What follows belongs to an exercise in optimizing a design on an open flow for small area; a production flow would make more cautious choices. In this exercise RTL edits were held to simulation tests only and were not proved equivalent to the original. Power and IR drop assume default switching activity.

### flow/design.v
module fpadd_top (
    input  wire        clk,
    input  wire [31:0] a,
    input  wire [31:0] b,
    output reg  [31:0] y
);
    reg  [31:0] a_q, b_q;
    wire        s_w;
    wire [7:0]  e_w;
    wire [22:0] f_w;
    fp_adder u_add (
        .sign1(a_q[31]), .sign2(b_q[31]),
        .exp1(a_q[30:23]), .exp2(b_q[30:23]),
        .frac1(a_q[22:0]), .frac2(b_q[22:0]),
        .sign_out(s_w), .exp_out(e_w), .frac_out(f_w)
    );
    always @(posedge clk) begin
        a_q <= a;
        b_q <= b;
        y   <= {s_w, e_w, f_w};
    end
endmodule

module fp_adder(
    input wire sign1,sign2,
    input wire[7:0] exp1,exp2,
    input wire [22:0] frac1,frac2,
    output wire sign_out,
    output wire [7:0] exp_out,
    output wire [22:0] frac_out
);
    wire [8:0] ed  = {1'b0,exp1} - {1'b0,exp2};
    wire       elt = ed[8];                  
    wire       eeq = ~|ed[7:0];
    wire [23:0] ca = {1'b0,frac1} + {1'b0,~frac2};  
    wire       fgt = ca[23];
    wire       gt  = eeq ? fgt : ~elt;       
    wire [7:0] eb  = elt ? exp2 : exp1;
    wire [7:0] d   = (ed[7:0] ^ {8{elt}}) + {7'd0,elt};  
    wire       hi  = |d[7:5];
    wire        sb = gt ? sign1 : sign2;
    wire [23:0] fb = gt ? {1'b1,frac1} : {1'b1,frac2};
    wire [23:0] fs = gt ? {1'b1,frac2} : {1'b1,frac1};
    wire [23:0] r0 = (d[4] | hi) ? {16'd0, fs[23:16]} : fs;
    wire [23:0] r1 = (d[3] | hi) ? {8'd0, r0[23:8]} : r0;
    wire [23:0] r2 = d[2] ? {4'd0, r1[23:4]} : r1;
    wire [23:0] r3 = d[1] ? {2'd0, r2[23:2]} : r2;
    wire [23:0] fa = d[0] ? {1'd0, r3[23:1]} : r3;
    wire        sub = sign1 ^ sign2;
    wire [24:0] sum = {1'b0,fb} + {sub,fa ^ {24{sub}}} + {24'd0,sub};
    wire [31:0] x = {sum, 7'h00};
    wire [15:0] v1; wire [15:0] c1;
    genvar i;
    for (i=0;i<16;i=i+1) begin: l1
        assign v1[i] = x[2*i+1] | x[2*i];
        assign c1[i] = ~x[2*i+1];
    end
    wire [7:0] v2; wire [15:0] c2;
    for (i=0;i<8;i=i+1) begin: l2
        assign v2[i] = v1[2*i+1] | v1[2*i];
        assign c2[2*i+1:2*i] = v1[2*i+1] ? {1'b0, c1[2*i+1]} : {1'b1, c1[2*i]};
    end
    wire [3:0] v3; wire [11:0] c3;
    for (i=0;i<4;i=i+1) begin: l3
        assign v3[i] = v2[2*i+1] | v2[2*i];
        assign c3[3*i+2:3*i] = v2[2*i+1] ? {1'b0, c2[4*i+3:4*i+2]} : {1'b1, c2[4*i+1:4*i]};
    end
    wire [1:0] v4; wire [7:0] c4;
    for (i=0;i<2;i=i+1) begin: l4
        assign v4[i] = v3[2*i+1] | v3[2*i];
        assign c4[4*i+3:4*i] = v3[2*i+1] ? {1'b0, c3[6*i+5:6*i+3]} : {1'b1, c3[6*i+2:6*i]};
    end
    wire [4:0] z = v4[1] ? {1'b0, c4[7:4]} : {1'b1, c4[3:0]};
    wire [24:0] n0 = z[4] ? {sum[8:0], 16'd0} : sum;
    wire [24:0] n1 = z[3] ? {n0[16:0], 8'd0} : n0;
    wire [24:0] n2 = z[2] ? {n1[20:0], 4'd0} : n1;
    wire [24:0] n3 = z[1] ? {n2[22:0], 2'd0} : n2;
    wire [24:0] n4 = z[0] ? {n3[23:0], 1'd0} : n3;
    wire zero = ~(v4[1] | v4[0]);               
    wire [9:0] re9 = {2'b0,eb} + 10'd1 - {5'b0,z};
    wire [7:0] re = re9[7:0];
    wire flush = zero | re9[9];                 
    assign sign_out = sb & ~zero;
    assign exp_out  = flush ? 8'd0 : re;
    assign frac_out = flush ? 23'd0 : n4[23:1];
endmodule
### flow/constraint.sdc
create_clock -name core_clock -period 11.0 [get_ports {clk}]
set_input_delay 2.2000 -clock core_clock [delete_from_list [all_inputs] [get_ports {clk}]]
set_output_delay 2.2000 -clock core_clock [all_outputs]
set_load 0.01 [all_outputs]
### flow/flow/extra.mk
CTS_ARGS=-sink_clustering_enable -repair_clock_nets -dont_use_dummy_load -buf_list {sky130_fd_sc_hd__clkbuf_4 sky130_fd_sc_hd__clkbuf_8}
### flow/flow/run.sh
#!/bin/bash
# Own layout flow: the standard ORFS flow (standard.sh), with these changes:
#  - synthesis is ORFS's synth.tcl run through synth_recipe.tcl as usual (same passes, registers,
#    flattening and renaming), except that the combinational logic is mapped with the
#    area-oriented ABC script flow/area.abc, without the Kogge-Stone adder map and without
#    full-adder extraction, and (flow/abc_dont_use.txt) without the non-inverting AND-OR cells,
#    which leaves ABC's area mapper with better choices;
#  - port buffers use sky130_fd_sc_hd__buf_1;
#  - flow/extra.mk adds make variables (one NAME=value per line), e.g. the CTS arguments;
#  - everything else (floorplan, tapcells, PDN, placement, CTS, routing) is the standard flow.
# All tool output goes to flow_make.log here and to ORFS's own logs under orfs/logs.
set -euo pipefail
W=$(pwd)
FLOWDIR=$W/flow
# synthesis script: ORFS synth.tcl with the abc call using our script
# cells that ABC alone may not map to (flow/abc_dont_use.txt, one per line); the rest of the
# flow may still use them
XDU=""
if [[ -f "$FLOWDIR/abc_dont_use.txt" ]]; then
  for c in $(grep -v '^#' "$FLOWDIR/abc_dont_use.txt"); do XDU="$XDU -dont_use $c"; done
fi
sed -e "s|log_cmd abc {\*}\$abc_args|log_cmd abc {*}[lreplace \$abc_args 1 1 $FLOWDIR/area.abc]$XDU|" \
  "$FLOW_HOME/scripts/synth.tcl" > "$W/own_synth_core.tcl"
grep -q "$FLOWDIR/area.abc" "$W/own_synth_core.tcl"
sed -e "s|source \$::env(SCRIPTS_DIR)/synth.tcl|source $W/own_synth_core.tcl|" \
  "$W/synth_recipe.tcl" > "$W/own_synth.tcl"
grep -q own_synth_core "$W/own_synth.tcl"
# further make variables, one NAME=value per line
EXTRA=()
if [[ -f "$FLOWDIR/extra.mk" ]]; then mapfile -t EXTRA < <(grep -v '^#' "$FLOWDIR/extra.mk" | grep .); fi
bash "$W/standard.sh" SYNTH_SCRIPT="$W/own_synth.tcl" ADDER_MAP_FILE= \
  SYNTH_OPERATIONS_ARGS="-noshare" BUFFER_PORTS_ARGS="-buffer_cell sky130_fd_sc_hd__buf_1" \
  "${EXTRA[@]}" finish > "$W/flow_make.log" 2>&1
### flow/flow/area.abc
strash
ifraig
dch
amap
topo
stime -c
buffer -c
upsize -D 8000
dnsize -D 8000
### flow/standard.sh
#!/bin/bash
# synth_recipe.tcl (not shown) runs the flow's synth.tcl, then flattens the netlist and writes it again
# the make line also repeats each setting of config.mk as NAME=value (left out here)
make -C /OpenROAD-flow-scripts/flow DESIGN_CONFIG=/design/flow/config.mk WORK_HOME=/design/flow/orfs CLKGATE_MAP_FILE= SYNTH_SCRIPT=/design/flow/synth_recipe.tcl "${@:-finish}"
### flow/flow/abc_dont_use.txt
sky130_fd_sc_hd__a2111o_1
sky130_fd_sc_hd__a2111o_2
sky130_fd_sc_hd__a2111o_4
sky130_fd_sc_hd__a211o_1
sky130_fd_sc_hd__a211o_2
sky130_fd_sc_hd__a211o_4
sky130_fd_sc_hd__a21bo_1
sky130_fd_sc_hd__a21bo_2
sky130_fd_sc_hd__a21bo_4
sky130_fd_sc_hd__a21o_1
sky130_fd_sc_hd__a21o_2
sky130_fd_sc_hd__a21o_4
sky130_fd_sc_hd__a221o_1
sky130_fd_sc_hd__a221o_2
sky130_fd_sc_hd__a221o_4
sky130_fd_sc_hd__a22o_1
sky130_fd_sc_hd__a22o_2
sky130_fd_sc_hd__a22o_4
sky130_fd_sc_hd__a2bb2o_1
sky130_fd_sc_hd__a2bb2o_2
sky130_fd_sc_hd__a2bb2o_4
sky130_fd_sc_hd__a311o_1
sky130_fd_sc_hd__a311o_2
sky130_fd_sc_hd__a311o_4
sky130_fd_sc_hd__a31o_1
sky130_fd_sc_hd__a31o_2
sky130_fd_sc_hd__a31o_4
sky130_fd_sc_hd__a32o_1
sky130_fd_sc_hd__a32o_2
sky130_fd_sc_hd__a32o_4
sky130_fd_sc_hd__a41o_1
sky130_fd_sc_hd__a41o_2
sky130_fd_sc_hd__a41o_4
sky130_fd_sc_hd__and2_0
sky130_fd_sc_hd__and2_1
sky130_fd_sc_hd__and2_2
sky130_fd_sc_hd__and2_4
sky130_fd_sc_hd__and2b_1
sky130_fd_sc_hd__and2b_2
sky130_fd_sc_hd__and2b_4
sky130_fd_sc_hd__and3_1
sky130_fd_sc_hd__and3_2
sky130_fd_sc_hd__and3_4
sky130_fd_sc_hd__and3b_1
sky130_fd_sc_hd__and3b_2
sky130_fd_sc_hd__and3b_4
sky130_fd_sc_hd__and4_1
sky130_fd_sc_hd__and4_2
sky130_fd_sc_hd__and4_4
sky130_fd_sc_hd__and4b_1
sky130_fd_sc_hd__and4b_2
sky130_fd_sc_hd__and4b_4
sky130_fd_sc_hd__o2111a_1
sky130_fd_sc_hd__o2111a_2
sky130_fd_sc_hd__o2111a_4
sky130_fd_sc_hd__o211a_1
sky130_fd_sc_hd__o211a_2
sky130_fd_sc_hd__o211a_4
sky130_fd_sc_hd__o21a_1
sky130_fd_sc_hd__o21a_2
sky130_fd_sc_hd__o21a_4
sky130_fd_sc_hd__o21ba_1
sky130_fd_sc_hd__o21ba_2
sky130_fd_sc_hd__o21ba_4
sky130_fd_sc_hd__o221a_1
sky130_fd_sc_hd__o221a_2
sky130_fd_sc_hd__o221a_4
sky130_fd_sc_hd__o22a_1
sky130_fd_sc_hd__o22a_2
sky130_fd_sc_hd__o22a_4
sky130_fd_sc_hd__o2bb2a_1
sky130_fd_sc_hd__o2bb2a_2
sky130_fd_sc_hd__o2bb2a_4
sky130_fd_sc_hd__o311a_1
sky130_fd_sc_hd__o311a_2
sky130_fd_sc_hd__o311a_4
sky130_fd_sc_hd__o31a_1
sky130_fd_sc_hd__o31a_2
sky130_fd_sc_hd__o31a_4
sky130_fd_sc_hd__o32a_1
sky130_fd_sc_hd__o32a_2
sky130_fd_sc_hd__o32a_4
sky130_fd_sc_hd__o41a_1
sky130_fd_sc_hd__o41a_2
sky130_fd_sc_hd__o41a_4
sky130_fd_sc_hd__or2_0
sky130_fd_sc_hd__or2_1
sky130_fd_sc_hd__or2_2
sky130_fd_sc_hd__or2_4
sky130_fd_sc_hd__or2b_1
sky130_fd_sc_hd__or2b_2
sky130_fd_sc_hd__or2b_4
sky130_fd_sc_hd__or3_1
sky130_fd_sc_hd__or3_2
sky130_fd_sc_hd__or3_4
sky130_fd_sc_hd__or3b_1
sky130_fd_sc_hd__or3b_2
sky130_fd_sc_hd__or3b_4
sky130_fd_sc_hd__or4_1
sky130_fd_sc_hd__or4_2
sky130_fd_sc_hd__or4_4
sky130_fd_sc_hd__or4b_1
sky130_fd_sc_hd__or4b_2
sky130_fd_sc_hd__or4b_4
### flow/config.mk
export PLATFORM = sky130hd
export DESIGN_NAME = fpadd_top
export DESIGN_NICKNAME = fpadd_top
export VERILOG_FILES = /design/flow/design.v
export SDC_FILE = /design/flow/constraint.sdc
export NUM_CORES = 4
export LEC_CHECK = 0
export CAP_MARGIN = 20
export CORE_MARGIN = 2
export CORE_UTILIZATION = 55
export CTS_BUF_LIST = sky130_fd_sc_hd__clkbuf_4 sky130_fd_sc_hd__clkbuf_8
export SETUP_SLACK_MARGIN = -0.4
export SLEW_MARGIN = 20
==> results of run 1 <==
## how the worst max path moves through the flow
stage / startpoint / end / slack [ps] / cells past startpoint
2_1_floorplan: b_q[3]$_DFF_P_ / y[25]$_SDFF_PP0_ / 2550 / 63
3_3_place_gp: a_q[11]$_DFF_P_ / y[2]$_SDFF_PP0_ / 960 / 60
3_5_place_dp: a_q[11]$_DFF_P_ / y[22]$_SDFF_PP0_ / 740 / 60
4_1_cts: a_q[11]$_DFF_P_ / y[22]$_SDFF_PP0_ / 690 / 60
5_1_grt: b_q[25]$_DFF_P_ / y[22]$_SDFF_PP0_ / -400 / 58
6_report: a_q[3]$_DFF_P_ / y[22]$_SDFF_PP0_ / 840 / 63
## final cells by class
| class | count | share of cell area, % |
|---|---|---|
| inverters | 106 | 5.71 |
| multi-input cells | 724 | 55.3 |
| clock buffers | 9 | 1.76 |
| flip-flops and latches | 96 | 27.3 |
| well taps | 143 | 2.54 |
| repair buffers | 116 | 7.31 |
## synth_stat cells (all sizes together) (2+ instances only)
cell	n	area, µm²
a21oi	130	654
a2111oi	7	67.6
nand3	12	60.1
nand3b	3	22.5
clkinv	3	11.3
o21ai	65	325
o211ai	4	30.0
nor3	17	90.1
dfxtp	96	1920
a21boi	3	22.5
nor2b	29	181
o221ai	7	61.3
o22ai	151	945
nand2	67	251
a211oi	7	52.6
dlygate4sd3	2	20.0
o32ai	2	17.5
a22oi	9	67.6
o2111ai	3	26.3
buf	31	245
clkbuf	17	63.8
nor4	2	12.5
nand2b	10	65.1
a31oi	4	25.0
nor2	165	629
a221oi	5	56.3
inv	103	387
a32oi	4	35.0
nand4	6	37.5
o31ai	3	27.5
## cell families (layout without fill, tap and decap cells)
logic type | count (synthesis) | count (layout) | share of synthesized area, %
simple gates | 312 | 312 | 20.9
flops | 96 | 96 | 29.6
buf+inv | 156 | 231 | 11.2
xor+xnor | 2 | 2 | 0.270
compound gates | 410 | 410 | 38.0
## state kept, by name (all words and copies together), names as in the netlist
name,count
a_q,32
b_q,32
y,32
## critical path: cells and delay by family, from the launching register on
family	cells	cell delay, ps
AO/OA/AOI/OAI	27	5000
AND/OR/NAND/NOR	24	3060
buffers and inverters	12	1560
flip-flops	1	370
## power groups by stage
stage / sequential (mW) / combinational [mW] / clock [mW]
after floorplan: 0.475 / 0.574 / 0
after global placement: 0.446 / 0.771 / 0
after detailed placement: 0.448 / 0.774 / 0
after CTS: 0.440 / 0.778 / 0.185
after global routing: 0.446 / 0.903 / 0.198
final: 0.439 / 0.796 / 0.181
## metrics by stage
stage	setup TNS, ps	worst slack, ps
after floorplan	0	2550
after global placement	0	961
after detailed placement	0	739
final	0	841
after global routing	-11380	-402
after CTS	0	686
## metal layers
layer / wire [µm] / track usage, %
met1: 8380 / 39.4
met2: 7330 / 42.1
met3: 1220 / 6.59
met4: 305 / 7.89
met5: 0 / 0
## what timing repair did
action / CTS / global route
resized for setup: 0 / 10
endpoints found under the setup margin: 0 / 30
hold endpoints to repair: 0 / 0
## cells in the final DEF (no fill, tap or decap), types with 2 or more instances in the layout
master and instances:
o221ai_1 7, clkinv_1 3, clkbuf_8 9, a2111oi_0 4, o31ai_2 2, a21boi_0 3
buf_4 19, o2111ai_1 3, a221oi_2 2, nand2_1 67, nand3_1 12, nor3_1 16
a21oi_2 2, buf_1 96, a22oi_1 9, nor2b_1 28, o21ai_1 5, a31oi_1 4
o32ai_1 2, o22ai_1 150, o21ai_0 60, nand2b_1 9, o211ai_1 4, nand3b_1 3
a21oi_1 127, a211oi_1 7, inv_1 95, dfxtp_1 96, a221oi_1 3, a2111oi_2 2
nor2_1 163, nor4_1 2, a32oi_1 4, inv_2 7, nand4_1 6
==> summary.txt, run 1 <==
Status
  • Status: timing/DRC/antenna clean

STA
  • Slew of the pin with the lowest slew margin: between 800 and 900 ps
  • Final clock skew: ~15 ps
  • Crit path time final: between 10000 and 15000 ps
  • Slew margin rel.: between 40 and 50%
  • Slew Limit Fails: 0
  • Final hold vios: 0
  • Final worst path period share: between 90 and 100%
  • Maximum clock rate: a little under 100 MHz
  • # setup viols final: 0
  • Final Hold Slack: 706 ps

Routing
  • Total number of vias: ~7100
  • 1st-iter DRT viols: 492
  • Drt total wl: between 15000 and 20000 µm
  • DRT antenna net count: 0
  • First-pass DRT Iterations: 6
  • Vias per cell: approximately 6
  • Routed len/inst: 14.4 µm
  • Number of remaining DRC errors: 0

Placement
  • Port Buffers: 96
  • Post-DP Area: between 6000 and 7000 µm²
  • Post-Place Cells: around 1200
  • GP Congestion: around 1
  • HPWL Detailed: about 14000 µm

Setup path
  • CP endpoint kind: register
  • R2R Setup Slk: 840 ps
  • Reg2reg path depth: between 60 and 70
  • R2r endpoint: y[22]$_SDFF_PP0_
  • Slowest CP cell: a2111oi_1
  • CP max stage delay: about 380 ps
  • Crit path DAT: 10420 ps
  • Crit path max fanout: 35
  • Reg2reg start: a_q[3]$_DFF_P_
  • CP required: about 11000 ps
  • Setup Crit Path Kind: register to register
  • Crit start category: register

Floorplan
  • Floorplan core area: approximately 11000 µm²
  • Initial core utilization: between 50% and 60%
  • I/O pins: 97
  • Die width: roughly 110 µm
  • DIE HEIGHT: 113 µm
  • Die area: approximately 13000 µm²
  • Row count: 39

Layout
  • Final nets: 1118
  • Final Non-Filler Cells: approximately 1200
  • Area of the multi-input gates: roughly 4000 µm²
  • Util after Layout: 61.3%
  • Fill count: about 1200
  • Diode count: 0
  • Register area: 1920 µm²
  • Layout cell share with drive strength beyond 1: approximately 5.0%
  • Layout area overhead: 8.35%
  • Post-route cell area: approximately 7000 µm²

Clock tree
  • Total CTS buffers: 9
  • Clock sink count: 96
  • Root Driver: clkbuf_8
  • Post-CTS Setup Inserts: 0
  • H-tree depth: 3
  • Hold_buf cts: 0
  • TritonCTS clock tree: done
  • Reg clk slew, reported paths: 90 ps
  • Worst skew pair latency: ~380 ps
  • CTS max path bufs: 2

Power and ir drop
  • Clock power frac: between 10% and 20%
  • Worst VDD drop: about 0.19 mV
  • Lkg Pwr: ~2.8 nW
  • Sw Ratio: 45.2%
  • Pwr Total: ~1.4 mW
  • Register share of total power: 31.0%
  • Pwr dens: between 200 and 250 nW/µm²
  • Internal: roughly 0.78 mW
  • Switching Power: approximately 0.64 mW
  • Combinational power share: a little under three fifths

Synthesis
  • Distinct cells, synth: 52
  • Yosys reg bits: 96
  • FFs w/ async S/R, synth: 0%
  • Synth warn: 1
  • Synth Cell Area: around 6500 µm²
  • Syn avg cell area: 6.65 µm²
  • Post-synth EDFFs: 0
  • Synth Flop Type: dfxtp_1
  • Seq/Total Area, Yosys: just under 30%
  • Synth Net Count: 1041
  • Syn Inst Count: 976

Hold path
  • Worst Hold Path EP: y[31]$_DFF_P_
  • Hold Crit Class: register to register
  • Hold Startpoint: a_q[31]$_DFF_P_
  • Hold path depth: 2

Global routing
  • Vias in the first global route: 6184
  • First-pass GRT wire length: ~29000 µm
  • Initial antenna violation count: 0
  • GR Util All Layers: between 20% and 30%
  • Total global routing overflow: 0
  • Largest net degree at the start of global routing: 45

Flow run
  • MaxCap Viol Count: 0
==> run 2, diff against run 1 <==
--- a/flow/config.mk
+++ b/flow/config.mk
@@ -13 +13,2 @@
 export SLEW_MARGIN = 20
+export TNS_END_PERCENT = 0
==> summary.txt, run 2 <==
STA
  • Final Hold Slack: 706 ps (unchanged)
  • Slew of the pin with the lowest slew margin: 843 ps (unchanged)
  • Final clock skew: 14.9 ps (unchanged)
  • Maximum clock rate: 98.4 MHz (unchanged)
  • Final hold vios: 0 (unchanged)
  • # setup viols final: 0 (unchanged)
  • Final worst path period share: 92.4% (unchanged)
  • Slew Limit Fails: 0 (unchanged)
  • Crit path time final: 10160 ps (unchanged)
  • Slew margin rel.: 43.7% (unchanged)

Clock tree
  • Total CTS buffers: 9 (unchanged)
  • Reg clk slew, reported paths: 90 ps (about the same)
  • TritonCTS clock tree: done (unchanged)
  • Hold_buf cts: 0 (unchanged)
  • CTS max path bufs: 2 (unchanged)
  • Post-CTS Setup Inserts: 0 (unchanged)
  • Worst skew pair latency: 380 ps (about the same)
  • Post-CTS resize count: 0 (unchanged)
  • Clock sink count: 96 (unchanged)
  • Root Driver: clkbuf_8 (unchanged)
  • H-tree depth: 3 (unchanged)

Synthesis
  • FFs w/ async S/R, synth: 0% (unchanged)
  • Syn Inst Count: 976 (unchanged)
  • Synth Net Count: 1041 (unchanged)
  • Syn avg cell area: 6.65 µm² (unchanged)
  • Yosys reg bits: 96 (unchanged)
  • Synth warn: 1 (unchanged)
  • Synth Cell Area: 6490 µm² (unchanged)
  • Seq/Total Area, Yosys: 29.6% (unchanged)
  • Post-synth EDFFs: 0 (unchanged)
  • Synth cell count leaders: nor2_1, o22ai_1, a21oi_1 (unchanged)
  • Synth Flop Type: dfxtp_1 (unchanged)
  • Largest area contributor in the netlist: dfxtp_1 (unchanged)
  • Most common cell in the netlist: nor2_1 (unchanged)
  • Distinct cells, synth: 52 (unchanged)
  • Yosys top cell area share: 29.6% (unchanged)
  • Synth top area cells: dfxtp_1, o22ai_1, a21oi_1 (unchanged)

Power and ir drop
  • Pwr dens: 201 nW/µm² (unchanged)
  • Worst VDD drop: 0.185 mV (unchanged)
  • Lkg Pwr: 2.80 nW (unchanged)

Floorplan
  • DIE HEIGHT: 113 µm (unchanged)
  • Initial core utilization: 56.6% (unchanged)
  • I/O pins: 97 (unchanged)
  • Row count: 39 (unchanged)
  • Die area: 12700 µm² (unchanged)
  • Floorplan core area: 11500 µm² (unchanged)
  • Die width: 113 µm (unchanged)

Setup path
  • Crit start category: register (unchanged)
  • Reg2reg start: a_q[3]$_DFF_P_ (unchanged)
  • Setup Crit Path Kind: register to register (unchanged)
  • Slowest CP cell: a2111oi_1 (unchanged)
  • CP endpoint kind: register (unchanged)
  • CP max stage delay: 380 ps (about the same)
  • R2R Setup Slk: 840 ps (about the same)
  • CP required: 11260 ps (about the same)
  • Crit path DAT: 10420 ps (about the same)
  • Reg2reg path depth: 63 (unchanged)
  • R2r endpoint: y[22]$_SDFF_PP0_ (unchanged)
  • Crit path max fanout: 35 (unchanged)

Global routing
  • Vias in the first global route: 6184 (unchanged)
  • Total global routing overflow: 0 (unchanged)
  • Largest net degree at the start of global routing: 45 (unchanged)
  • Initial antenna violation count: 0 (unchanged)
  • First-pass GRT wire length: 29000 µm (unchanged)
  • GR Util All Layers: 27.8% (unchanged)

Layout
  • Register area: 1920 µm² (unchanged)
  • Final Non-Filler Cells: 1194 (unchanged)
  • Post-route cell area: 7030 µm² (unchanged)
  • Most frequent cells in the layout: nor2_1, o22ai_1, a21oi_1, dfxtp_1, buf_1 (unchanged)
  • Commonest non-fill, non-tap cell in the layout: nor2_1 (unchanged)
  • Final nets: 1118 (unchanged)
  • Layout area overhead: 8.35% (unchanged)
  • Layout cell share with drive strength beyond 1: 5.04% (unchanged)
  • Diode count: 0 (unchanged)
  • Fill count: 1152 (unchanged)
  • Largest regs: a_q (32), b_q (32), y (32) (unchanged)
  • Area of the multi-input gates: 3890 µm² (unchanged)

Hold path
  • Hold Crit Class: register to register (unchanged)
  • Worst Hold Path EP: y[31]$_DFF_P_ (unchanged)
  • Hold Startpoint: a_q[31]$_DFF_P_ (unchanged)
  • Hold path depth: 2 (unchanged)

Flow run
  • MaxCap Viol Count: 0 (unchanged)

Routing
  • Vias per cell: 5.91 (unchanged)
  • Drt total wl: 17200 µm (unchanged)
  • Total number of vias: 7060 (unchanged)
  • 1st-iter DRT viols: 492 (unchanged)
  • First-pass DRT Iterations: 6 (unchanged)
  • DRT antenna net count: 0 (unchanged)
  • Number of remaining DRC errors: 0 (unchanged)
  • Routed len/inst: 14.4 µm (unchanged)

Status
  • Status: timing/DRC/antenna clean (unchanged)

Placement
  • Port Buffers: 96 (unchanged)
  • HPWL Detailed: 13600 µm (unchanged)
  • Post-Place Cells: 1185 (unchanged)
  • Post-DP Area: 6880 µm² (unchanged)
  • GP Congestion: 1.01 (unchanged)
run 2: through the flow:
step | power [mW] | setup WS (ps) | utilization, % | setup TNS, ps
global placement | 1.22 | 961 | 60.0 | 0
floorplan | 1.05 | 2550 | - | 0
detailed placement | 1.22 | 739 | 60.0 | 0
CTS | 1.40 | 686 | 61.0 | 0
finish | 1.42 | 841 | 61.3 | 0
global route | 1.55 | -402 | 61.3 | -11380
run 2: worst max path at each step:
| stage | end | depth (start not counted) | startpoint | slack [ps] |
|---|---|---|---|---|
| global route | y[22]$_SDFF_PP0_ | 58 | b_q[25]$_DFF_P_ | -400 |
| floorplan | y[25]$_SDFF_PP0_ | 63 | b_q[3]$_DFF_P_ | 2550 |
| finish | y[22]$_SDFF_PP0_ | 63 | a_q[3]$_DFF_P_ | 840 |
| CTS | y[22]$_SDFF_PP0_ | 60 | a_q[11]$_DFF_P_ | 690 |
| detailed placement | y[22]$_SDFF_PP0_ | 60 | a_q[11]$_DFF_P_ | 740 |
| global placement | y[2]$_SDFF_PP0_ | 60 | a_q[11]$_DFF_P_ | 960 |
run 2: where the power goes:
group / leakage [nW] / internal, mW / total (mW) / switching, mW
clock network: 0.0647 / 0.0733 / 0.181 / 0.108
registers: 0.810 / 0.417 / 0.439 / 0.0227
logic: 1.92 / 0.285 / 0.796 / 0.510
total: 2.80 / 0.775 / 1.42 / 0.640
run 2: layout make-up:
| cell class | instances | area share [%] |
|---|---|---|
| multi-input combinational | 724 | 55.3 |
| sequential | 96 | 27.3 |
| timing repair buffer | 116 | 7.31 |
| inverter | 106 | 5.71 |
| tap | 143 | 2.54 |
| clock buffer | 9 | 1.76 |
run 2: logic make-up (layout without fill, tap and decap cells):
logic type	count (synthesis)	in the layout	synth area share [%]
xor+xnor	2	2	0.270
simple gates	312	312	20.9
buf+inv	156	231	11.2
flops	96	96	29.6
compound gates	410	410	38.0
run 2: worst max-delay path: cells and delay by family, from the launching register on:
kind	cells	cell delay, ps
compound gates	27	5000
flops	1	370
simple gates	24	3060
buf+inv	12	1560
run 2: per-layer routing:
layer | vias up | share of wire, % | routed length [µm] | track usage, %
met5 | - | 0 | 0 | 0
met4 | 0 | 1.8 | 305 | 7.89
met3 | 26 | 7.1 | 1220 | 6.59
met2 | 221 | 43 | 7330 | 42.1
met1 | 3141 | 49 | 8380 | 39.4
li1 | 3672 | - | - | -
==> run 3, diff against run 2 <==
--- a/flow/flow/abc_dont_use.txt
+++ b/flow/flow/abc_dont_use.txt
@@ -104 +104,7 @@
 sky130_fd_sc_hd__or4b_4
+sky130_fd_sc_hd__nand3_1
+sky130_fd_sc_hd__nand3_2
+sky130_fd_sc_hd__nand3_4
+sky130_fd_sc_hd__nor3_1
+sky130_fd_sc_hd__nor3_2
+sky130_fd_sc_hd__nor3_4
--- a/flow/config.mk
+++ b/flow/config.mk
@@ -13,2 +13 @@
 export SLEW_MARGIN = 20
-export TNS_END_PERCENT = 0
==> summary.txt, run 3 <==
Setup path
  • Crit path max fanout: 50 (was 35)
  • Setup Crit Path Kind: register to register (unchanged)
  • Slowest CP cell: a211oi_1 (was a2111oi_1)
  • Crit start category: register (unchanged)
  • Cell family with most CP delay: compound AO/OA/AOI/OAI gates (unchanged)
  • Crit path buf inv count: 9 (was 12)
  • CP endpoint kind: register (unchanged)
  • R2R Setup Slk: 710 ps (was 840 ps)
  • Launch point of the worst path: b_q[3]$_DFF_P_ (was a_q[3]$_DFF_P_)
  • Crit path DAT: 10580 ps (was 10420 ps)
  • CP required: 11290 ps (was 11260 ps)
  • Reg2reg start: b_q[3]$_DFF_P_ (was a_q[3]$_DFF_P_)
  • CP max stage delay: 440 ps (was 380 ps)

Synthesis
  • Distinct cells, synth: 48 (was 52)
  • Yosys reg bits: 96 (unchanged)
  • FFs w/ async S/R, synth: 0% (unchanged)
  • Largest area contributor in the netlist: dfxtp_1 (unchanged)
  • Syn avg cell area: 6.52 µm² (was 6.65 µm²)
  • Synth Net Count: 1033 (was 1041)
  • Synth Cell Area: 6310 µm² (was 6490 µm²)
  • Yosys top cell area share: 30.5% (was 29.6%)
  • Seq/Total Area, Yosys: 30.5% (was 29.6%)
  • Synth cell count leaders: nor2_1, a21oi_1, o22ai_1 (was nor2_1, o22ai_1, a21oi_1)
  • Synth top area cells: dfxtp_1, o22ai_1, a21oi_1 (unchanged)
  • Synth warn: 1 (unchanged)
  • Syn Inst Count: 968 (was 976)
  • Synth Flop Type: dfxtp_1 (unchanged)
  • Post-synth EDFFs: 0 (unchanged)
  • Most common cell in the netlist: nor2_1 (unchanged)

Power and ir drop
  • Lkg Pwr: 2.82 nW (was 2.80 nW)
  • Pwr dens: 202 nW/µm² (was 201 nW/µm²)
  • Pwr Total: 1.42 mW (about the same)
  • Worst VDD drop: 0.145 mV (was 0.185 mV)

Routing
  • 1st-iter DRT viols: 564 (was 492)
  • Number of remaining DRC errors: 0 (unchanged)
  • Vias per cell: 5.85 (was 5.91)
  • Drt total wl: 16400 µm (was 17200 µm)
  • First-pass DRT Iterations: 5 (was 6)
  • DRT antenna net count: 0 (unchanged)
  • Routed len/inst: 13.8 µm (was 14.4 µm)
  • Total number of vias: 6942 (was 7060)

Clock tree
  • H-tree depth: 3 (unchanged)
  • CTS max path bufs: 2 (unchanged)
  • Total CTS buffers: 9 (unchanged)
  • Root Driver: clkbuf_8 (unchanged)
  • Worst skew pair latency: 380 ps (about the same)
  • Clock sink count: 96 (unchanged)
  • Hold_buf cts: 0 (unchanged)
  • TritonCTS clock tree: done (unchanged)
  • Reg clk slew, reported paths: 90 ps (about the same)

STA
  • Final worst path period share: 93.5% (was 92.4%)
  • Final Hold Slack: 583 ps (was 706 ps)
  • Worst setup margin: 713 ps (was 841 ps)
  • Maximum clock rate: 97.2 MHz (was 98.4 MHz)
  • Crit path time final: 10290 ps (was 10160 ps)
  • Final hold vios: 0 (unchanged)
  • Final clock skew: 15.0 ps (was 14.9 ps)
  • Slew Limit Fails: 0 (unchanged)
  • Slew margin rel.: 46.9% (was 43.7%)
  • Slew of the pin with the lowest slew margin: 790 ps (was 843 ps)
  • # setup viols final: 0 (unchanged)

Layout
  • Post-route cell area: 7030 µm² (about the same)
  • Area of the multi-input gates: 3940 µm² (was 3890 µm²)
  • Util after Layout: 62.1% (was 61.3%)
  • Final nets: 1110 (was 1118)
  • Commonest non-fill, non-tap cell in the layout: nor2_1 (unchanged)
  • Diode count: 0 (unchanged)
  • Layout cell share with drive strength beyond 1: 5.08% (was 5.04%)
  • Most frequent cells in the layout: nor2_1, a21oi_1, o22ai_1, dfxtp_1, buf_1 (was nor2_1, o22ai_1, a21oi_1, dfxtp_1, buf_1)
  • Fill count: 1095 (was 1152)
  • Register area: 1920 µm² (unchanged)
  • Largest regs: a_q (32), b_q (32), y (32) (unchanged)
  • Layout area overhead: 11.3% (was 8.35%)

Placement
  • Post-DP Area: 6780 µm² (was 6880 µm²)
  • HPWL Detailed: 12600 µm (was 13600 µm)
  • GP Congestion: 0.989 (was 1.01)
  • Port Buffers: 96 (unchanged)
  • Pre-CTS WS: 358 ps (was 739 ps)

Flow run
  • MaxCap Viol Count: 0 (unchanged)

Global routing
  • Vias in the first global route: 5799 (was 6184)
  • GR Util All Layers: 26.1% (was 27.8%)
  • First-pass GRT wire length: 26700 µm (was 29000 µm)
  • Largest net degree at the start of global routing: 51 (was 45)
  • Total global routing overflow: 0 (unchanged)
  • Initial antenna violation count: 0 (unchanged)

Status
  • Status: timing/DRC/antenna clean (unchanged)

Floorplan
  • Row count: 39 (unchanged)
  • DIE HEIGHT: 111 µm (was 113 µm)
  • Initial core utilization: 55.7% (was 56.6%)
  • Die width: 111 µm (was 113 µm)
  • I/O pins: 97 (unchanged)
  • Die area: 12300 µm² (was 12700 µm²)
  • Floorplan core area: 11300 µm² (was 11500 µm²)

Hold path
  • Hold Crit Class: register to register (unchanged)
  • Hold Startpoint: a_q[31]$_DFF_P_ (unchanged)
==> run 3: worst paths after layout <==
check / cells after the start / to
min: 2 / y[31]$_DFF_P_
min reg2reg: 2 / y[31]$_DFF_P_
max reg2reg: 60 / y[30]$_SDFF_PP0_
max: 60 / y[30]$_SDFF_PP0_
==> run 3: layer usage <==
layer	routed length, µm	global-route usage [%]	vias up	share of wire (%)
met5	0	0	-	0
met3	1100	5.19	25	6.7
met1	7950	37.0	3021	49
met2	6960	39.8	244	43
li1	-	-	3652	-
met4	342	8.89	0	2.1
==> run 3: area by class of cell <==
type                    count  area share [%]
clock buffers               9            1.76
inverters                  94            5.09
well taps                 143            2.55
repair buffers            115            7.16
multi-input cells         729            56.1
flip-flops and latches     96            27.4
==> run 3: worst reg2reg max path: cells and delay by family (launching register included) <==
kind	cells	cell delay, ps
AO/OA/AOI/OAI	31	5830
buffers and inverters	9	1220
flip-flops	1	350
AND/OR/NAND/NOR	20	2760
==> run 3: power breakdown <==
part	internal, mW	switching (mW)
logic	0.283	0.519
clock network	0.0733	0.104
registers	0.416	0.0219
total	0.772	0.645
==> run 3: repair_timing <==
action / 4_1_cts / 5_1_grt
setup endpoints to repair: 0 / 30
hold endpoints to repair: 0 / 0
gates resized for setup: 0 / 16
buffers inserted: 0 / 6
==> run 3: cells by family after synthesis <==
logic type	share of synthesized area [%]
XOR/XNOR	0.278
AND/OR/NAND/NOR	20.3
AO/OA/AOI/OAI	40.3
flip-flops	30.5
buffers and inverters	8.65
==> run 3: per-stage QoR <==
step,cells,setup TNS (ps)
finish,1186,0
global route,1186,-12040
CTS,1180,0
detailed placement,1171,0
global placement,1171,0
floorplan,968,0
==> run 4, diff against run 3 <==
--- a/flow/flow/abc_dont_use.txt
+++ b/flow/flow/abc_dont_use.txt
@@ -104,7 +104,16 @@
 sky130_fd_sc_hd__or4b_4
-sky130_fd_sc_hd__nand3_1
-sky130_fd_sc_hd__nand3_2
-sky130_fd_sc_hd__nand3_4
-sky130_fd_sc_hd__nor3_1
-sky130_fd_sc_hd__nor3_2
-sky130_fd_sc_hd__nor3_4
+sky130_fd_sc_hd__a2111oi_0
+sky130_fd_sc_hd__a2111oi_1
+sky130_fd_sc_hd__a2111oi_2
+sky130_fd_sc_hd__a2111oi_4
+sky130_fd_sc_hd__a222oi_1
+sky130_fd_sc_hd__a311oi_1
+sky130_fd_sc_hd__a311oi_2
+sky130_fd_sc_hd__a311oi_4
+sky130_fd_sc_hd__o2111ai_1
+sky130_fd_sc_hd__o2111ai_2
+sky130_fd_sc_hd__o2111ai_4
+sky130_fd_sc_hd__o311ai_0
+sky130_fd_sc_hd__o311ai_1
+sky130_fd_sc_hd__o311ai_2
+sky130_fd_sc_hd__o311ai_4
==> summary.txt, run 4 <==
Global routing
  • Vias in the first global route: 6060 (was 5799)
  • Total global routing overflow: 0 (unchanged)
  • Met2 GRT Util: 42.1% (was 39.8%)
  • Routing usage on met3: 6.40% (was 5.19%)
  • Initial antenna violation count: 0 (unchanged)
  • First-pass GRT wire length: 28100 µm (was 26700 µm)
  • GR Util met1: 38.0% (was 37.0%)
  • Largest net degree at the start of global routing: 48 (was 51)
  • GR Util All Layers: 27.3% (was 26.1%)
  • Busiest grt layer: met2 (unchanged)

Setup path
  • Launch point of the worst path: b_q[24]$_DFF_P_ (was b_q[3]$_DFF_P_)
  • CP most frequent cell: a21oi_1
  • Crit path max fanout: 30 (was 50)
  • Slowest CP cell: a31oi_1 (was a211oi_1)
  • Setup Crit Path Kind: register to register (unchanged)
  • CP endpoint kind: register (unchanged)
  • CP required: 11260 ps (was 11290 ps)
  • Reg2reg start: b_q[24]$_DFF_P_ (was b_q[3]$_DFF_P_)
  • CP max stage delay: 450 ps (was 440 ps)
  • Reg2reg path depth: 57 (was 60)
  • Crit path DAT: 10550 ps (was 10580 ps)
  • Crit start category: register (unchanged)

STA
  • Final hold vios: 0 (unchanged)
  • # setup viols final: 0 (unchanged)
  • Worst setup margin: 708 ps (was 713 ps)
  • Slew of the pin with the lowest slew margin: 627 ps (was 790 ps)
  • Maximum clock rate: 97.2 MHz (about the same)
  • Final clock skew: 13.5 ps (was 15.0 ps)
  • TNS Setup: 0 ps (unchanged)
  • Slew margin rel.: 57.8% (was 46.9%)
  • Final worst path period share: 93.6% (was 93.5%)
  • Slew Limit Fails: 0 (unchanged)
  • Crit path time final: 10290 ps (about the same)

Power and ir drop
  • Pwr Total: 1.42 mW (about the same)
  • Worst VDD drop: 0.142 mV (was 0.145 mV)
  • Pwr dens: 202 nW/µm² (about the same)
  • Lkg Pwr: 2.81 nW (was 2.82 nW)

Hold path
  • Hold path depth: 2 (unchanged)
  • Hold Startpoint: a_q[31]$_DFF_P_ (unchanged)
  • Hold Crit Class: register to register (unchanged)

Routing
  • Number of remaining DRC errors: 0 (unchanged)
  • DRT antenna net count: 0 (unchanged)
  • Drt total wl: 16900 µm (was 16400 µm)
  • Vias per cell: 5.84 (was 5.85)
  • 1st-iter DRT viols: 580 (was 564)
  • First-pass DRT Iterations: 6 (was 5)
  • Total number of vias: 6976 (was 6942)
  • Routed len/inst: 14.2 µm (was 13.8 µm)

Clock tree
  • Clock sink count: 96 (unchanged)
  • Root Driver: clkbuf_8 (unchanged)
  • H-tree depth: 3 (unchanged)
  • Total CTS buffers: 9 (unchanged)
  • TritonCTS clock tree: done (unchanged)
  • CTS max path bufs: 2 (unchanged)
  • Worst skew pair latency: 380 ps (about the same)
  • Hold_buf cts: 0 (unchanged)
  • Reg clk slew, reported paths: 80 ps (was 90 ps)

Placement
  • Port Buffers: 96 (unchanged)
  • HPWL Detailed: 13100 µm (was 12600 µm)
  • GP Congestion: 0.997 (was 0.989)
  • Pre-CTS WS: 468 ps (was 358 ps)

Synthesis
  • Most common cell in the netlist: nor2_1 (unchanged)
  • Syn avg cell area: 6.48 µm² (was 6.52 µm²)
  • FFs w/ async S/R, synth: 0% (unchanged)
  • Synth Flop Type: dfxtp_1 (unchanged)
  • Multiplexer area fraction after synthesis: 0% (unchanged)
  • Synth cell count leaders: nor2_1, o22ai_1, a21oi_1 (was nor2_1, a21oi_1, o22ai_1)
  • Yosys top cell area share: 30.4% (was 30.5%)
  • Synth Cell Area: 6330 µm² (was 6310 µm²)
  • Synth top area cells: dfxtp_1, o22ai_1, a21oi_1 (unchanged)
  • Syn Inst Count: 976 (was 968)
  • Synth Area in Simple Gates: 22.3% (was 20.3%)
  • Yosys reg bits: 96 (unchanged)
  • XOR/XNOR Fraction of Synth Area: 0.277% (was 0.278%)
  • Post-synth EDFFs: 0 (unchanged)
  • Adder-cell share of the synthesized area: 0% (unchanged)
  • Synth Net Count: 1041 (was 1033)
  • Seq/Total Area, Yosys: 30.4% (was 30.5%)
  • Distinct cells, synth: 42 (was 48)
  • Largest area contributor in the netlist: dfxtp_1 (unchanged)
  • Synth Area in Compound Gates: 37.9% (was 40.3%)
  • Largest family of logic cells by synthesized area: compound AO/OA/AOI/OAI gates (unchanged)
  • Synth warn: 1 (unchanged)

Layout
  • Final nets: 1118 (was 1110)
  • Most frequent cells in the layout: nor2_1, o22ai_1, a21oi_1, dfxtp_1, buf_1 (was nor2_1, a21oi_1, o22ai_1, dfxtp_1, buf_1)
  • Largest regs: a_q (32), b_q (32), y (32) (unchanged)
  • Layout cell share with drive strength beyond 1: 4.66% (was 5.08%)
  • Commonest non-fill, non-tap cell in the layout: nor2_1 (unchanged)
  • Layout area overhead: 11.1% (was 11.3%)
  • Fill count: 1098 (was 1095)
  • Diode count: 0 (unchanged)

Status
  • Status: timing/DRC/antenna clean (unchanged)

Floorplan
  • Initial core utilization: 55.9% (was 55.7%)
  • I/O pins: 97 (unchanged)
  • DIE HEIGHT: 111 µm (about the same)
  • Die width: 111 µm (about the same)
  • Row count: 39 (unchanged)
  • Floorplan core area: 11300 µm² (unchanged)
  • Die area: 12400 µm² (was 12300 µm²)

Flow run
  • MaxCap Viol Count: 0 (unchanged)
==> run 4: cell types whose count changed after synthesis, sizes merged, moves of 11 or more <==
cell,before,now
a21oi,144,133
nand2,76,64
nand3,0,13
nor2b,13,31
nor3,0,14
o21ai,78,63
==> run 4: metrics by stage <==
| stage | area (µm²) | hold WS (ps) | utilization, % | cells |
|---|---|---|---|---|
| 2_1_floorplan | 6330 | 515 | - | 976 |
| 3_3_place_gp | 6850 | 660 | 60.5 | 1183 |
| 3_5_place_dp | 6850 | 676 | 60.5 | 1183 |
| 4_1_cts | 6970 | 700 | 61.6 | 1192 |
| 5_1_grt | 7030 | 695 | 62.1 | 1194 |
| 6_report | 7030 | 684 | 62.1 | 1194 |
==> run 4: area by class of cell <==
cell class                      instances  area (µm²)  share of cell area [%]
Inverter                              103         390                    5.55
Clock buffer                            9         124                    1.76
Tap cell                              143         179                    2.54
Timing Repair Buffer                  116         527                    7.49
Multi-Input combinational cell        727        3890                    55.3
Sequential cell                        96        1920                    27.3
==> run 4: kinds of logic after synthesis <==
group                  after synthesis
AO/OA/AOI/OAI                      403
XOR/XNOR                             2
buffers and inverters              153
flip-flops                          96
AND/OR/NAND/NOR                    322
==> run 4: per-layer routing <==
layer,wire [µm],vias up
li1,-,3661
met1,7980,3025
met2,7310,256
met3,1320,34
met4,337,0
met5,0,-
==> run 4: path summary, 6_finish.rpt <==
check,end,slack (ps)
setup / recovery,y[19]$_SDFF_PP0_,710
hold / removal,y[31]$_DFF_P_,680
setup reg to reg,y[19]$_SDFF_PP0_,710
hold reg to reg,y[31]$_DFF_P_,680
==> run 4: power by group <==
part           internal (mW)  switching (mW)  leakage [nW]
logic                  0.286           0.513          1.94
registers              0.417          0.0219         0.810
clock network         0.0733           0.108        0.0647
total                  0.776           0.642          2.81
==> run 4: critical path, delay by kind of cell (launching register included) <==
family          cells  cell delay [ps]
flops               1              350
buf+inv            11             1500
simple gates       20             3110
compound gates     26             5170
==> run 4: what timing repair did <==
| action | CTS | global route |
|---|---|---|
| setup endpoints to repair | 0 | 30 |
| gates resized for setup | 0 | 7 |
| buffers inserted | 0 | 2 |
==> run 5, diff against run 4 <==
--- a/flow/flow/abc_dont_use.txt
+++ b/flow/flow/abc_dont_use.txt
@@ -112,2 +112,26 @@
 sky130_fd_sc_hd__a311oi_4
+sky130_fd_sc_hd__a32oi_1
+sky130_fd_sc_hd__a32oi_2
+sky130_fd_sc_hd__a32oi_4
+sky130_fd_sc_hd__a41oi_1
+sky130_fd_sc_hd__a41oi_2
+sky130_fd_sc_hd__a41oi_4
+sky130_fd_sc_hd__nand4_1
+sky130_fd_sc_hd__nand4_2
+sky130_fd_sc_hd__nand4_4
+sky130_fd_sc_hd__nand4b_1
+sky130_fd_sc_hd__nand4b_2
+sky130_fd_sc_hd__nand4b_4
+sky130_fd_sc_hd__nand4bb_1
+sky130_fd_sc_hd__nand4bb_2
+sky130_fd_sc_hd__nand4bb_4
+sky130_fd_sc_hd__nor4_1
+sky130_fd_sc_hd__nor4_2
+sky130_fd_sc_hd__nor4_4
+sky130_fd_sc_hd__nor4b_1
+sky130_fd_sc_hd__nor4b_2
+sky130_fd_sc_hd__nor4b_4
+sky130_fd_sc_hd__nor4bb_1
+sky130_fd_sc_hd__nor4bb_2
+sky130_fd_sc_hd__nor4bb_4
 sky130_fd_sc_hd__o2111ai_1
@@ -119 +143,7 @@
 sky130_fd_sc_hd__o311ai_4
+sky130_fd_sc_hd__o32ai_1
+sky130_fd_sc_hd__o32ai_2
+sky130_fd_sc_hd__o32ai_4
+sky130_fd_sc_hd__o41ai_1
+sky130_fd_sc_hd__o41ai_2
+sky130_fd_sc_hd__o41ai_4
==> flow/flow/area.abc (replaced) <==
strash
ifraig
dch
amap
topo
stime -c
buffer -c
upsize -D 9000
dnsize -D 9000
==> summary.txt, run 5 <==
Status
  • Status: timing/DRC/antenna clean (unchanged)

Routing
  • DRT antenna net count: 0 (unchanged)
  • Number of remaining DRC errors: 0 (unchanged)
  • Routed len/inst: 13.8 µm (was 14.2 µm)
  • Vias per cell: 5.79 (was 5.84)
  • First-pass DRT Iterations: 5 (was 6)
  • Drt total wl: 16700 µm (was 16900 µm)
  • 1st-iter DRT viols: 651 (was 580)
  • Total number of vias: 7017 (was 6976)

Setup path
  • Slowest CP cell: dfxtp_1 (was a31oi_1)
  • Reg2reg start: a_q[7]$_DFF_P_ (was b_q[24]$_DFF_P_)
  • CP required: 11250 ps (was 11260 ps)
  • R2r endpoint: y[1]$_SDFF_PP0_ (was y[19]$_SDFF_PP0_)
  • CP endpoint kind: register (unchanged)
  • Crit path DAT: 10200 ps (was 10550 ps)
  • CP most frequent cell: inv_1 (was a21oi_1)
  • CP max stage delay: 310 ps (was 450 ps)
  • Launch point of the worst path: a_q[7]$_DFF_P_ (was b_q[24]$_DFF_P_)
  • R2R Setup Slk: 1050 ps (was 710 ps)
  • CP endpoint: y[1]$_SDFF_PP0_ (was y[19]$_SDFF_PP0_)
  • Crit path max fanout: 47 (was 30)
  • Setup Crit Path Kind: register to register (unchanged)
  • Crit start category: register (unchanged)
  • Reg2reg path depth: 63 (was 57)

Layout
  • Util after Layout: 62.6% (was 62.1%)
  • Commonest non-fill, non-tap cell in the layout: nor2_1 (unchanged)
  • Final nets: 1136 (was 1118)
  • Post-route cell area: 7060 µm² (was 7030 µm²)
  • Largest regs: a_q (32), b_q (32), y (32) (unchanged)
  • Most frequent cells in the layout: nor2_1, o22ai_1, a21oi_1, dfxtp_1, buf_1 (unchanged)
  • Diode count: 0 (unchanged)
  • Layout area overhead: 12.4% (was 11.1%)
  • Fill count: 1140 (was 1098)
  • Area of the multi-input gates: 3850 µm² (was 3890 µm²)
  • Layout cell share with drive strength beyond 1: 4.40% (was 4.66%)
  • Register area: 1920 µm² (unchanged)

Global routing
  • First-pass GRT wire length: 27600 µm (was 28100 µm)
  • Vias in the first global route: 5946 (was 6060)
  • GR Util All Layers: 27.2% (was 27.3%)
  • Total global routing overflow: 0 (unchanged)
  • Initial antenna violation count: 0 (unchanged)
  • Largest net degree at the start of global routing: 48 (unchanged)

STA
  • Crit path time final: 9950 ps (was 10290 ps)
  • Final clock skew: 20.7 ps (was 13.5 ps)
  • Maximum clock rate: 100 MHz (was 97.2 MHz)
  • Worst setup margin: 1050 ps (was 708 ps)
  • Final hold vios: 0 (unchanged)
  • Slew margin rel.: 53.2% (was 57.8%)
  • Final worst path period share: 90.5% (was 93.6%)
  • # setup viols final: 0 (unchanged)
  • Slew of the pin with the lowest slew margin: 694 ps (was 627 ps)
  • Slew Limit Fails: 0 (unchanged)

Clock tree
  • Total CTS buffers: 9 (unchanged)
  • Clock sink count: 96 (unchanged)
  • Hold_buf cts: 0 (unchanged)
  • Worst skew pair latency: 390 ps (was 380 ps)
  • Reg clk slew, reported paths: 90 ps (was 80 ps)
  • TritonCTS clock tree: done (unchanged)
  • H-tree depth: 3 (unchanged)
  • CTS max path bufs: 2 (unchanged)
  • Root Driver: clkbuf_8 (unchanged)

Placement
  • Port Buffers: 96 (unchanged)
  • GP Congestion: 0.971 (was 0.997)
  • Post-DP Area: 6890 µm² (was 6850 µm²)
  • Pre-CTS WS: 1040 ps (was 468 ps)
  • HPWL Detailed: 13100 µm (about the same)

Hold path
  • Hold Crit Class: register to register (unchanged)

Synthesis
  • Synth warn: 1 (unchanged)
  • Post-synth EDFFs: 0 (unchanged)
  • Synth cell count leaders: nor2_1, o22ai_1, a21oi_1 (unchanged)
  • Synth Cell Area: 6270 µm² (was 6330 µm²)
  • Seq/Total Area, Yosys: 30.6% (was 30.4%)
  • Synth Net Count: 1049 (was 1041)
  • Syn avg cell area: 6.38 µm² (was 6.48 µm²)
  • Yosys reg bits: 96 (unchanged)
  • FFs w/ async S/R, synth: 0% (unchanged)
  • Yosys top cell area share: 30.6% (was 30.4%)
  • Most common cell in the netlist: nor2_1 (unchanged)
  • Largest area contributor in the netlist: dfxtp_1 (unchanged)
  • Syn Inst Count: 984 (was 976)
  • Synth Flop Type: dfxtp_1 (unchanged)
  • Distinct cells, synth: 28 (was 42)
  • Synth top area cells: dfxtp_1, o22ai_1, a21oi_1 (unchanged)

Floorplan
  • Die width: 111 µm (about the same)
  • Floorplan core area: 11300 µm² (about the same)
  • Initial core utilization: 55.7% (was 55.9%)
  • I/O pins: 97 (unchanged)
  • Row count: 39 (unchanged)
  • Die area: 12300 µm² (was 12400 µm²)
  • DIE HEIGHT: 111 µm (about the same)

Flow run
  • MaxCap Viol Count: 0 (unchanged)

Power and ir drop
  • Worst VDD drop: 0.163 mV (was 0.142 mV)
  • Lkg Pwr: 2.87 nW (was 2.81 nW)
  • Pwr Total: 1.41 mW (was 1.42 mW)
  • Pwr dens: 200 nW/µm² (was 202 nW/µm²)
run 5: through the flow:
stage | std cells | hold slack [ps] | setup TNS (ps)
detailed placement | 1201 | 609 | 0
floorplan | 984 | 515 | 0
global placement | 1201 | 625 | 0
finish | 1212 | 613 | 0
global route | 1212 | 688 | -9110
CTS | 1210 | 633 | 0
run 5: final cells by class:
type,count,share of cell area (%)
Timing Repair Buffer,123,8.39
Clock buffer,9,1.76
Inverter,101,5.48
Timing Repair inverter,1,0.0709
Tap cell,143,2.54
Multi-Input combinational cell,739,54.5
Sequential cell,96,27.2
run 5: metal layers:
layer | wire (µm) | vias up | track usage [%]
met5 | 0 | - | 0
met4 | 301 | 0 | 6.67
met3 | 1430 | 23 | 6.89
met2 | 6920 | 268 | 40.8
met1 | 8010 | 3002 | 39.2
li1 | - | 3724 | -
run 5: how the worst min path moves through the flow:
stage | to | slack, ps | cells past startpoint | from
2_1_floorplan | y[31]$_DFF_P_ | 510 | 2 | a_q[31]$_DFF_P_
3_3_place_gp | y[31]$_DFF_P_ | 620 | 2 | a_q[31]$_DFF_P_
3_5_place_dp | y[31]$_DFF_P_ | 610 | 2 | a_q[31]$_DFF_P_
4_1_cts | y[31]$_DFF_P_ | 630 | 2 | a_q[31]$_DFF_P_
5_1_grt | y[31]$_DFF_P_ | 690 | 2 | b_q[31]$_DFF_P_
6_report | y[31]$_DFF_P_ | 610 | 2 | a_q[31]$_DFF_P_
run 5: worst max-delay path, delay by kind of cell, from the launching register on:
family	cells	cell delay, ps
DFF	1	310
buffers and inverters	16	2280
AOI/OAI and AO/OA	31	5230
and+or+nand+nor	16	2010
run 5: report_power, final:
| group | total, mW | internal [mW] | switching, mW |
|---|---|---|---|
| sequential | 0.439 | 0.416 | 0.0226 |
| clock | 0.178 | 0.0732 | 0.105 |
| combinational | 0.797 | 0.287 | 0.510 |
run 5: kinds of logic after synthesis:
| family | count (synthesis) | share of synthesized area, % |
|---|---|---|
| AO/OA/AOI/OAI | 423 | 39.1 |
| XOR/XNOR | 1 | 0.140 |
| buffers and inverters | 149 | 8.91 |
| AND/OR/NAND/NOR | 315 | 21.2 |
| flip-flops | 96 | 30.6 |
run 5: what timing repair did:
item,4_1_cts,5_1_grt
endpoints found under the setup margin,0,29
setup buffers,0,1
resized for setup,0,7

[static timing again, ports no longer ideal]
No port has a modelled driver above. Below, the same layouts with a new extraction and two added sets of constraints.
Step 1, drivers: a clkbuf_16 drives clk and a buf_2 each remaining input, both assumed.
Step 2 times the ports against the registers' clock, not the clock port: input delays grow and output delays shrink by t, the midpoint of the rising clock arrivals with the driver on.
Three values: no drivers, after step 1, after step 2; two values: the first two.
| run | t, ns | setup slack, ns | hold slack, ns | clock arrival spread, ns |
|---|---|---|---|---|
| run 1 | 0.417 | 0.841 / 0.841 / 0.841 | 0.706 / 0.706 / 0.706 | 0.019 / 0.019 |
| run 2 | 0.417 | 0.841 / 0.841 / 0.841 | 0.706 / 0.706 / 0.706 | 0.019 / 0.019 |
| run 3 | 0.407 | 0.713 / 0.713 / 0.713 | 0.583 / 0.583 / 0.583 | 0.016 / 0.016 |
| run 4 | 0.412 | 0.708 / 0.708 / 0.708 | 0.684 / 0.684 / 0.684 | 0.014 / 0.013 |
| run 5 | 0.416 | 1.050 / 1.050 / 1.050 | 0.613 / 0.613 / 0.613 | 0.021 / 0.020 |
After both steps every run listed still meets setup and hold.
